Background: an optimization exercise with open tools, aiming at small area. Do not read the settings as production practice.
In this exercise RTL edits were held to simulation tests only and were not proved equivalent to the original.
Power and IR drop assume default switching activity.

Design processor, start of the top module:
module processor( input         clk, reset,
                  output [31:0] PC,
                  input  [31:0] instruction,
                  output        WE,
                  output [31:0] address_to_mem,
                  output [31:0] data_to_mem,
                  input  [31:0] data_from_mem
                );
==> module processor, before the edit <==
module processor( input         clk, reset,
                  output [31:0] PC,
                  input  [31:0] instruction,
                  output        WE,
                  output [31:0] address_to_mem,
                  output [31:0] data_to_mem,
                  input  [31:0] data_from_mem
                );
    wire [6:0] opcode = instruction[6:0];
    wire [2:0] f3     = instruction[14:12];
    wire [6:0] f7     = instruction[31:25];
    wire [4:0] a1     = instruction[19:15];
    wire [4:0] a2     = instruction[24:20];
    wire [4:0] a3     = instruction[11:7];
    wire is_op    = opcode == 7'b0110011;
    wire is_addi  = opcode == 7'b0010011;
    wire is_qb    = opcode == 7'b0001011;
    wire is_lw    = opcode == 7'b0000011;
    wire is_sw    = opcode == 7'b0100011;
    wire is_beq   = opcode == 7'b1100011;
    wire is_jal   = opcode == 7'b1101111;
    wire is_jalr  = opcode == 7'b1100111;
    wire is_auipc = opcode == 7'b0010111;
    wire is_lui   = opcode == 7'b0110111;
    wire stop     = ~(is_op | is_addi | is_qb | is_lw | is_sw | is_beq |
                      is_jal | is_jalr | is_auipc | is_lui);
    wire f7_zero = f7 == 7'b0000000;
    wire f7_sub  = f7 == 7'b0100000;
    wire op_and  = is_op & f7_zero & (f3 == 3'b111);
    wire op_slt  = is_op & f7_zero & (f3 == 3'b010);
    wire op_sll  = is_op & f7_zero & (f3 == 3'b001);
    wire op_srl  = is_op & f7_zero & (f3 == 3'b101);
    wire op_sra  = is_op & f7_sub  & (f3 == 3'b101);
    wire op_sub  = is_op & f7_sub  & (f3 != 3'b101);
    wire op_shift = op_sll | op_srl | op_sra;
    wire reg_write = is_op | is_addi | is_qb | is_lw | is_jal | is_jalr |
                     is_auipc | is_lui;
    reg  [31:0] my_PC;
    wire [31:0] rs1, rs2, wd;
    wire [31:0] r [0:31];
    assign r[0] = 32'b0;
    wire [31:1] sel1, sel2, wen;
    genvar gi;
    generate
        for (gi = 1; gi < 32; gi = gi + 1) begin : g_reg
            reg [31:0] q;
            always @(posedge clk)
                if (wen[gi]) q <= wd;
            assign r[gi]    = q;
            assign wen[gi]  = (reg_write & (a3 == gi)) | reset;
            assign sel1[gi] = a1 == gi;
            assign sel2[gi] = a2 == gi;
        end
    endgenerate
    wire [32*31-1:0] rflat;
    generate
        for (gi = 1; gi < 32; gi = gi + 1) begin : g_flat
            assign rflat[32*(gi-1) +: 32] = r[gi];
        end
    endgenerate
    rdport p1(.sel(sel1), .d(rflat), .y(rs1));
    rdport p2(.sel(sel2), .d(rflat), .y(rs2));
    wire [31:0] immI = {{21{instruction[31]}}, instruction[30:20]};
    wire [31:0] immS = {{21{instruction[31]}}, instruction[30:25], instruction[11:7]};
    wire [31:0] immB = {{20{instruction[31]}}, instruction[7], instruction[30:25], instruction[11:8], 1'b0};
    wire [31:0] immJ = {{12{instruction[31]}}, instruction[19:12], instruction[20], instruction[30:21], 1'b0};
    wire [31:0] immU = {instruction[31:12], 12'b0};
    wire use_pc = is_auipc | is_jal | is_beq;
    wire negb   = op_sub | op_slt;
    wire useR   = is_op | is_qb;
    wire selA_r = ~(use_pc | is_lui);
    wire selI   = is_addi | is_lw | is_jalr;
    wire selS   = is_sw;
    wire selB   = is_beq;
    wire selJ   = is_jal;
    wire selU   = is_auipc | is_lui;
    wire [31:0] sum;
    addsec u_add(.rs1(rs1), .rs2(rs2), .pc(my_PC), .ins(instruction[31:7]),
                 .selA_r(selA_r), .selA_pc(use_pc), .useR(useR), .negb(negb), .qb(is_qb),
                 .selI(selI), .selS(selS), .selB(selB), .selJ(selJ), .selU(selU),
                 .sum(sum));
    wire slt = (rs1[31] ^ rs2[31]) ? rs1[31] : sum[31];
    wire [31:0] shr, shl;
    wire big  = |rs2[31:5];
    wire fill = op_sra & rs1[31];
    shifter u_sh(.x(rs1), .amt(rs2[4:0]), .left(op_sll), .fill(fill), .r(shr), .l(shl));
    wire [31:0] pc4;
    inc30 u_inc(.pc(my_PC[31:2]), .y(pc4[31:2]));
    assign pc4[1:0] = my_PC[1:0];
    wire sh_r = (op_srl | op_sra) & ~big;
    wire sh_l = op_sll & ~big;
    wire nrst = ~reset;
    wire sh_f = op_sra & big & rs1[31] & nrst;
    wire s_sum = ~(is_lw | is_jal | is_jalr | op_and | op_slt | op_shift) & nrst;
    wbmux u_wb(.s_mem(is_lw & nrst), .s_pc4((is_jal | is_jalr) & nrst), .s_and(op_and & nrst),
               .s_slt(op_slt & nrst), .s_shr(sh_r & nrst), .s_shl(sh_l & nrst), .s_sum(s_sum),
               .fillall(sh_f),
               .mem(data_from_mem), .pc4(pc4), .rs1(rs1), .rs2(rs2), .slt(slt),
               .shr(shr), .shl(shl), .sum(sum), .y(wd));
    wire eqv;
    eqm u_eq(.a(rs1), .b(rs2), .eq(eqv));
    wire taken = is_jal | is_jalr | (is_beq & eqv);
    always @(posedge clk)
        if (reset)      my_PC <= 32'b0;
        else if (stop)  my_PC <= my_PC;
        else if (taken) my_PC <= sum;
        else            my_PC <= pc4;
    assign PC = my_PC;
    assign WE = is_sw;
    assign address_to_mem = sum;
    assign data_to_mem = rs2;
endmodule
export LEC_CHECK = 0
export CAP_MARGIN = 25
export CORE_MARGIN = 2
export CORE_UTILIZATION = 63
export CTS_BUF_LIST = sky130_fd_sc_hd__clkbuf_16
export CTS_CLUSTER_DIAMETER = 80
export CTS_CLUSTER_SIZE = 30
export SETUP_SLACK_MARGIN = 0
export SLEW_MARGIN = 15
export SYNTH_HIERARCHICAL = 1
create_clock -name core_clock -period 14.0 [get_ports {clk}]
standard.sh (not shown) runs the stock make flow with config.mk's settings and CLKGATE_MAP_FILE= SYNTH_SCRIPT=/design/flow/synth_recipe.tcl, a recipe that flattens the netlist after the stock synthesis.
==> flow/flow/run.sh <==
#!/bin/bash
# Standard ORFS layout with three changes: ports are buffered with the
# smallest buffer, clock tree synthesis inserts no dummy loads, and global
# routing downsizes gates off the critical paths (power recovery).
set -euo pipefail
export BUFFER_PORTS_ARGS="-buffer_cell sky130_fd_sc_hd__buf_1"
export CTS_ARGS="-sink_clustering_enable -repair_clock_nets -dont_use_dummy_load -buf_list sky130_fd_sc_hd__clkbuf_16 -sink_clustering_size 30 -sink_clustering_max_diameter 80"
export RECOVER_POWER=100
bash standard.sh finish > standard_flow.log 2>&1
The first run produced a layout that fails on capacitance limit, slew limit.
==> next run, changes <==
--- a/flow/design.v
+++ b/flow/design.v
@@ -46,19 +46,19 @@
             reg [31:0] q;
             always @(posedge clk)
                 if (wen[gi]) q <= wd;
             assign r[gi]    = q;
-            assign wen[gi]  = (reg_write & (a3 == gi)) | reset;
-            assign sel1[gi] = a1 == gi;
-            assign sel2[gi] = a2 == gi;
         end
     endgenerate
     wire [32*31-1:0] rflat;
     generate
         for (gi = 1; gi < 32; gi = gi + 1) begin : g_flat
             assign rflat[32*(gi-1) +: 32] = r[gi];
         end
     endgenerate
+    seldec d1(.a(a1), .y(sel1));
+    seldec d2(.a(a2), .y(sel2));
+    wendec d3(.a(a3), .en(reg_write), .force1(reset), .y(wen));
     rdport p1(.sel(sel1), .d(rflat), .y(rs1));
     rdport p2(.sel(sel2), .d(rflat), .y(rs2));
     wire [31:0] immI = {{21{instruction[31]}}, instruction[30:20]};
     wire [31:0] immS = {{21{instruction[31]}}, instruction[30:25], instruction[11:7]};
@@ -345,4 +345,36 @@
 endmodule
 module a32oi(input a1, a2, a3, b1, b2, output y);
     assign y = ~((a1 & a2 & a3) | (b1 & b2));
 endmodule
+module seldec(input [4:0] a, output [31:1] y);
+    wire [3:0] lo;
+    wire [7:0] hi;
+    genvar i;
+    generate
+        for (i = 0; i < 4; i = i + 1) begin : g_lo
+            assign lo[i] = a[1:0] == i;
+        end
+        for (i = 0; i < 8; i = i + 1) begin : g_hi
+            assign hi[i] = a[4:2] == i;
+        end
+        for (i = 1; i < 32; i = i + 1) begin : g_y
+            and2g u(.a(lo[i % 4]), .b(hi[i / 4]), .y(y[i]));
+        end
+    endgenerate
+endmodule
+module wendec(input [4:0] a, input en, force1, output [31:1] y);
+    wire [3:0] lo;
+    wire [7:0] hi;
+    genvar i;
+    generate
+        for (i = 0; i < 4; i = i + 1) begin : g_lo
+            assign lo[i] = (a[1:0] == i) & en;
+        end
+        for (i = 0; i < 8; i = i + 1) begin : g_hi
+            assign hi[i] = a[4:2] == i;
+        end
+        for (i = 1; i < 32; i = i + 1) begin : g_y
+            a21og u(.a1(lo[i % 4]), .a2(hi[i / 4]), .b1(force1), .y(y[i]));
+        end
+    endgenerate
+endmodule
Outcome:
- The changed run completed and failed the layout checks on capacitance limit, slew limit
- sequential share of layout area barely changes
- design area barely changes
- die area is higher slightly
- combinational power goes up by a few percent
- synthesized cell count grows slightly
- sequential power hardly moves
- cell count stays flat
- wire length is higher by a few percent
- via count is higher slightly
- count of clock-buffer cells in the layout decreases by 1
- setup slack hardly moves
- worst hold slack improved by 0.074 ns
- area after synthesis climbs slightly

## afterwards: timing with drivers on the ports
No port has a modelled driver above. Below, the same layouts with a new extraction and two added sets of constraints. Step 1 assumes that a clkbuf_16 drives the clock port and a buf_2 every other input. Step 2 moves the port delays by t, midway between the first and last clock arrival at a register: inputs arrive t later, outputs are due t later. That takes back most of the time a late clock gives input paths. Three values: no drivers, after step 1, after step 2; two values: the first two.
run | t, ns | setup WS [ns] | worst hold slack (ns) | worst slew at a driven data input, ns
the first run | 0.684 | 0.647 / 0.620 / 0.620 | 0.595 / 0.595 / 0.595 | 0.12
the second run | 0.690 | 0.647 / 0.622 / 0.622 | 0.669 / 0.669 / 0.669 | 0.10
The setup slack of the first run, which loses most, moves by -0.027 ns with the drivers and by -0.027 ns with both steps.
